What follows belongs to an exercise in optimizing a design on an open flow for small area, a short achievable clock period and few clock cycles; a production flow would make more cautious choices. Only simulation tests tie the RTL to the original design; equivalence was not proved.

## the reference run
==> flow/design.v <==
module core(
  input clk,
  input resetn,
  output [31:0] address,
  output [31:0] data_out,
  input [31:0] data_in,
  output we
);
reg [31:0] areg;       
reg [31:1] fpc;        
reg [31:2] xaddr;      
reg [31:0] sd;         
reg [31:0] ir;         
reg        v;          
reg [31:1] alt;        
reg [31:0] ra;         
reg [31:0] bx;         
reg        cin;        
reg        bpa, bpb, bps;   
reg is_lui, is_auipc, is_jal, is_jalr, is_br, is_load, is_store, is_opi, is_op, is_sys;
reg        m;          
reg        mw;         
reg        halted;
reg [4:0]  mrd;        
reg [2:0]  mf3;        
reg        mst;        
reg [31:0] wb;         
reg [4:0]  wbr;        
reg        wbv;        
reg [31:0] rf [1:31];
wire [2:0] f3 = ir[14:12];
wire [4:0] rd = ir[11:7];
wire ex = v & ~m & ~halted;
wire [31:0] xa = bpa ? wb : ra;
wire [31:0] xb = bpb ? (cin ? ~wb : wb) : bx;
wire [32:0] sum = {1'b0, xa} + {1'b0, xb} + {32'd0, cin};
wire ltu = ~sum[32];
wire lt  = (xa[31] == xb[31]) ? xa[31] : sum[31];
wire eq  = &(xa ^ xb);    
wire [4:0] shamt = xb[4:0];
wire shl = ~f3[2];
reg [31:0] sh_in, sh_rev;
integer k;
always @(*) begin
  for (k = 0; k < 32; k = k + 1) sh_in[k] = shl ? xa[31-k] : xa[k];
end
wire sh_fill = ir[30] & xa[31] & ~shl;
wire [63:0] sh_ext = {{32{sh_fill}}, sh_in} >> shamt;
wire [31:0] sh_out = sh_ext[31:0];
always @(*) begin
  for (k = 0; k < 32; k = k + 1) sh_rev[k] = shl ? sh_out[31-k] : sh_out[k];
end
reg [31:0] alu;
always @(*) begin
  case (f3)
    3'b000: alu = sum[31:0];
    3'b001: alu = sh_rev;
    3'b010: alu = {31'd0, lt};
    3'b011: alu = {31'd0, ltu};
    3'b100: alu = xa ^ xb;
    3'b101: alu = sh_rev;
    3'b110: alu = xa | xb;
    default: alu = xa & xb;
  endcase
end
reg taken;
always @(*) begin
  case (f3)
    3'b000: taken = eq;
    3'b001: taken = ~eq;
    3'b100: taken = lt;
    3'b101: taken = ~lt;
    3'b110: taken = ltu;
    3'b111: taken = ~ltu;
    default: taken = 1'b0;
  endcase
end
wire pred = is_br & ir[31];
wire redirect = ex & (is_jalr | is_jal | (is_br & (taken ^ pred)));
wire mem_op = ex & (is_load | is_store);
reg [31:0] result;
always @(*) begin
  if (is_op | is_opi) result = alu;
  else if (is_auipc) result = sum[31:0];
  else if (is_lui) result = bx;
  else result = {alt, 1'b0};
end
wire e_wr = ex & (is_op | is_opi | is_lui | is_auipc | is_jal | is_jalr);
reg [31:0] lsh, ldata;
always @(*) begin
  lsh = data_in >> {areg[1:0], 3'b000};
  case (mf3)
    3'b000: ldata = {{24{lsh[7]}}, lsh[7:0]};
    3'b001: ldata = {{16{lsh[15]}}, lsh[15:0]};
    3'b100: ldata = {24'd0, lsh[7:0]};
    3'b101: ldata = {16'd0, lsh[15:0]};
    default: ldata = lsh;
  endcase
end
reg [31:0] merged;
always @(*) begin
  merged = data_in;
  if (mf3[0]) begin
    if (areg[1]) merged[31:16] = sd[15:0];
    else merged[15:0] = sd[15:0];
  end else begin
    case (areg[1:0])
      2'b00: merged[7:0]   = sd[7:0];
      2'b01: merged[15:8]  = sd[7:0];
      2'b10: merged[23:16] = sd[7:0];
      default: merged[31:24] = sd[7:0];
    endcase
  end
end
wire sub_word = ~mf3[1];             
wire m_last = m & (mw | ~mst | ~sub_word);
wire [31:0] faddr = areg;
assign address  = areg;
assign data_out = sd;
assign we       = m & mst & (mw | ~sub_word);
always @(posedge clk) begin
  if (wbv && wbr != 5'd0) rf[wbr] <= wb;
end
wire fetch = ~m & ~halted;
wire [31:0] fi = data_in;
wire f_jal   = fi[6:0] == 7'b1101111;
wire f_jalr  = fi[6:0] == 7'b1100111;
wire f_br    = fi[6:0] == 7'b1100011;
wire f_auipc = fi[6:0] == 7'b0010111;
wire f_lui   = fi[6:0] == 7'b0110111;
wire f_store = fi[6:0] == 7'b0100011;
wire f_op    = fi[6:0] == 7'b0110011;
wire kill = ex & is_store & f_store;    
wire smc = mst & v & (areg[31:16] == 16'd0) & (areg[15:2] == xaddr[15:2]);
wire f_pred  = f_br & fi[31];
wire [12:0] f_imm = {fi[31], fi[7], fi[30:25], fi[11:8], 1'b0};
wire [13:0] f_lo;
wire [18:0] f_hi = faddr[31:13];
wire [18:0] f_hi_p, f_hi_m, f_up;
core_add13 u_flo (.a(faddr[12:0]), .b(f_imm), .s(f_lo));
core_incdec19 u_fhi (.h(f_hi), .hp(f_hi_p), .hm(f_hi_m));
core_csel19 u_fup (.h(f_hi), .hp(f_hi_p), .hm(f_hi_m), .neg(fi[31]), .c(f_lo[13]), .up(f_up));
wire [31:0] f_tgt = {f_up, f_lo[12:0]};
wire [31:0] f_seq = faddr + 32'd4;
wire [4:0] rs1 = fi[19:15];
wire [4:0] rs2 = fi[24:20];
reg [31:0] rd1, rd2;
integer i;
always @(*) begin
  rd1 = 32'd0;
  rd2 = 32'd0;
  for (i = 1; i < 32; i = i + 1) begin
    rd1 = rd1 | ({32{rs1 == i}} & rf[i]);
    rd2 = rd2 | ({32{rs2 == i}} & rf[i]);
  end
end
wire fw = wbv & (wbr != 5'd0);
wire [31:0] opa = (fw && wbr == rs1) ? wb : rd1;
wire [31:0] opb = (fw && wbr == rs2) ? wb : rd2;
wire e_dst = (e_wr | (ex & is_load)) & (rd != 5'd0);
wire f_use1 = ~(f_lui | f_auipc | f_jal);
wire hit1 = e_dst & (rd == rs1);
wire hit2 = e_dst & (rd == rs2);
wire [2:0] s_f3 = fi[14:12];
wire s_cmp = (s_f3 == 3'b010) | (s_f3 == 3'b011);
reg [31:0] s_b;
reg s_inv;
always @(*) begin
  s_inv = 1'b0;
  case (fi[6:0])
    7'b0110011: begin    
      s_b = opb;
      s_inv = s_cmp | (s_f3 == 3'b000 & fi[30]);
    end
    7'b1100011: begin    
      s_b = opb;
      s_inv = 1'b1;
    end
    7'b0100011: s_b = {{21{fi[31]}}, fi[30:25], fi[11:7]};    
    7'b0110111, 7'b0010111: s_b = {fi[31:12], 12'd0};          
    7'b1101111: s_b = {{12{fi[31]}}, fi[19:12], fi[20], fi[30:21], 1'b0};   
    default: begin        
      s_b = {{21{fi[31]}}, fi[30:20]};
      s_inv = (fi[6:0] == 7'b0010011) & s_cmp;
    end
  endcase
end
always @(posedge clk) begin
  if (!resetn) begin
    areg <= 32'd0;
    v <= 1'b0;
    m <= 1'b0;
    mw <= 1'b0;
    halted <= 1'b0;
    wbv <= 1'b0;
  end else begin
    if (ex & is_sys) begin
      halted <= 1'b1;
      v <= 1'b0;
    end else if (fetch) begin
      v <= ~redirect & ~kill;
    end else if (m_last & smc) begin
      v <= 1'b0;
    end
    if (mem_op) areg <= sum[31:0];
    else if (m_last) areg <= smc ? {xaddr, 2'b00} : {fpc, 1'b0};
    else if (m | halted) areg <= areg;
    else if (redirect) areg <= is_br ? {alt, 1'b0} : {sum[31:1], 1'b0};
    else areg <= f_pred ? f_tgt : f_seq;
    if (mem_op) m <= 1'b1;
    else if (m_last) m <= 1'b0;
    mw <= m & ~mw & mst & sub_word;
    wbv <= (m & ~mst) | e_wr;
  end
end
always @(posedge clk) begin
  if (m) begin
    wb <= ldata;
    wbr <= mrd;
  end else begin
    wb <= result;
    wbr <= rd;
  end
  if (m) begin
    if (~m_last) sd <= merged;
  end else if (ex & is_store) begin
    if (bps) sd <= wb;
  end else if (fetch & f_store) sd <= opb;
  if (fetch) begin
    ir <= fi;
    fpc <= kill ? faddr[31:1] : f_pred ? f_tgt[31:1] : f_seq[31:1];
    alt <= (f_pred | f_jalr | f_jal) ? f_seq[31:1] : f_tgt[31:1];
    is_lui   <= f_lui;
    is_auipc <= f_auipc;
    is_jal   <= f_jal;
    is_jalr  <= f_jalr;
    is_br    <= f_br;
    is_load  <= fi[6:0] == 7'b0000011;
    is_store <= f_store;
    is_opi   <= fi[6:0] == 7'b0010011;
    is_op    <= f_op;
    is_sys   <= fi[6:0] == 7'b1110011;
    ra <= (f_auipc | f_jal) ? faddr : opa;
    bx <= s_inv ? ~s_b : s_b;
    cin <= s_inv;
    bpa <= hit1 & f_use1;
    bpb <= hit2 & (f_op | f_br);
    bps <= hit2 & f_store;
  end
  if (ex & is_store) xaddr <= faddr[31:2];
  if (mem_op) begin
    mrd <= rd;
    mf3 <= f3;
    mst <= is_store;
  end
end
endmodule
module core_add13(input [12:0] a, input [12:0] b, output [13:0] s);
assign s = {1'b0, a} + {1'b0, b};
endmodule
module core_incdec19(input [18:0] h, output [18:0] hp, output [18:0] hm);
assign hp = h + 19'd1;
assign hm = h - 19'd1;
endmodule
module core_csel19(input [18:0] h, input [18:0] hp, input [18:0] hm, input neg, input c, output [18:0] up);
assign up = (neg == c) ? h : (c ? hp : hm);
endmodule
Settings: LEC_CHECK=0, CAP_MARGIN=20, CORE_MARGIN=2, CORE_UTILIZATION=45, SLEW_MARGIN=20, SYNTH_HIERARCHICAL=1; clock period 12.0 ns.
standard.sh (not shown) runs the stock make flow with config.mk's settings and CLKGATE_MAP_FILE= SYNTH_SCRIPT=/design/flow/synth_recipe.tcl, a recipe that flattens the netlist after the stock synthesis.
==> flow/flow/run.sh <==
#!/bin/bash
# The standard layout (standard.sh) in two parts:
#  - synthesis to clock tree: adders are not mapped to the library's full/half-adder cells
#    (slow carry chains), ports are buffered with buf_4 (instead of a delay cell), the clock
#    tree uses clkbuf_4/clkbuf_8, and timing repair aims at a 7.5 ns setup slack margin;
#  - global and detailed route: timing repair aims at the same 7.5 ns margin, and fixes what
#    global-routing parasitics made worse.
# Registers are mapped as in the standard synthesis. Each part's make output goes to its own log.
set -euo pipefail
COMMON=(ADDER_MAP_FILE= "BUFFER_PORTS_ARGS=-buffer_cell sky130_fd_sc_hd__buf_4"
        "CTS_BUF_LIST=sky130_fd_sc_hd__clkbuf_4 sky130_fd_sc_hd__clkbuf_8")
bash standard.sh "${COMMON[@]}" SETUP_SLACK_MARGIN=7.5 cts > make_to_cts.log 2>&1
bash standard.sh "${COMMON[@]}" SETUP_SLACK_MARGIN=7.5 finish > make_finish.log 2>&1
Testbench counts of the reference run, summed over its fixed seeds: cycles 196,504.
Modified inputs, the trial run compared to the reference run
--- a/flow/design.v
+++ b/flow/design.v
@@ -144,16 +144,26 @@
 wire [31:0] f_seq = faddr + 32'd4;
 wire [4:0] rs1 = fi[19:15];
 wire [4:0] rs2 = fi[24:20];
-reg [31:0] rd1, rd2;
+reg [31:1] sel1, sel2;
 integer i;
 always @(*) begin
-  rd1 = 32'd0;
-  rd2 = 32'd0;
   for (i = 1; i < 32; i = i + 1) begin
-    rd1 = rd1 | ({32{rs1 == i}} & rf[i]);
-    rd2 = rd2 | ({32{rs2 == i}} & rf[i]);
-  end
-end
+    sel1[i] = rs1 == i;
+    sel2[i] = rs2 == i;
+  end
+end
+wire [31:0] rd1, rd2;
+genvar gb, gr;
+generate
+  for (gb = 0; gb < 32; gb = gb + 1) begin : g_rd
+    wire [31:1] col;
+    for (gr = 1; gr < 32; gr = gr + 1) begin : g_col
+      assign col[gr] = rf[gr][gb];
+    end
+    core_rdbit u_rd1 (.d(col), .s(sel1), .y(rd1[gb]));
+    core_rdbit u_rd2 (.d(col), .s(sel2), .y(rd2[gb]));
+  end
+endgenerate
 wire fw = wbv & (wbr != 5'd0);
 wire [31:0] opa = (fw && wbr == rs1) ? wb : rd1;
 wire [31:0] opb = (fw && wbr == rs2) ? wb : rd2;
@@ -265,3 +275,18 @@
 module core_csel19(input [18:0] h, input [18:0] hp, input [18:0] hm, input neg, input c, output [18:0] up);
 assign up = (neg == c) ? h : (c ? hp : hm);
 endmodule
+module core_rdbit(input [31:1] d, input [31:1] s, output y);
+wire [10:0] n;
+genvar g;
+generate
+  for (g = 0; g < 10; g = g + 1) begin : g_aoi
+    core_aoi222 u (.a0(d[3*g+1]), .b0(s[3*g+1]), .a1(d[3*g+2]), .b1(s[3*g+2]),
+                   .a2(d[3*g+3]), .b2(s[3*g+3]), .y(n[g]));
+  end
+endgenerate
+assign n[10] = ~(d[31] & s[31]);
+assign y = ~(&n);
+endmodule
+module core_aoi222(input a0, input b0, input a1, input b1, input a2, input b2, output y);
+assign y = ~((a0 & b0) | (a1 & b1) | (a2 & b2));
+endmodule
### Flow results
The trial run did not stop at any stage, and its layout met the timing, DRC and antenna checks. The trial run vs the reference run — placeable core area dropped slightly. Compared to the reference run, the trial run reaches a higher achievable clock. Global-route wire length before repair (lower): the trial run. Side by side, cell count turned out lower in the trial run than in the reference run. Min total number of placement rows across the trial run and the reference run: the trial run. Total die area (lower): the trial run. Number of gates resized after cts (lower): the trial run. The trial run against the reference run: worst hold-check slack up 0.029 ns, number of antenna diodes now larger, period utilization dropped 0.37 points.
Testbench counts of the trial run, summed over its fixed seeds: cycles 196,504.

## what the ideal ports hide
No port has a modelled driver above. Below, the same layouts with a new extraction and two added sets of constraints. Step 1 sets driving cells, clkbuf_16 on the clock port and buf_2 on the other inputs (assumed; they add their load-dependent delay and slew). Step 2, shift: input delay + t, output delay - t, t = (earliest + latest rising clock arrival at the registers) / 2. This alone moves slack from input paths to output paths. a / b / c = ideal ports / drivers / drivers and shift; a / b = the first two.
run | shift t [ns] | slack for setup (ns) | worst setup path after step 2 | clock arrival spread, ns | worst slew at a driven data input, ns
the reference run | 1.035 | 7.264 / 7.238 / 6.203 | input to register | 0.134 / 0.134 | 0.23
the trial run | 1.016 | 7.309 / 7.213 / 6.197 | input to register | 0.084 / 0.085 | 0.33
After both steps setup and hold are still met in every run listed. The setup slack of the trial run, which loses most, moves by -0.096 ns with the drivers and by -1.112 ns with both steps.
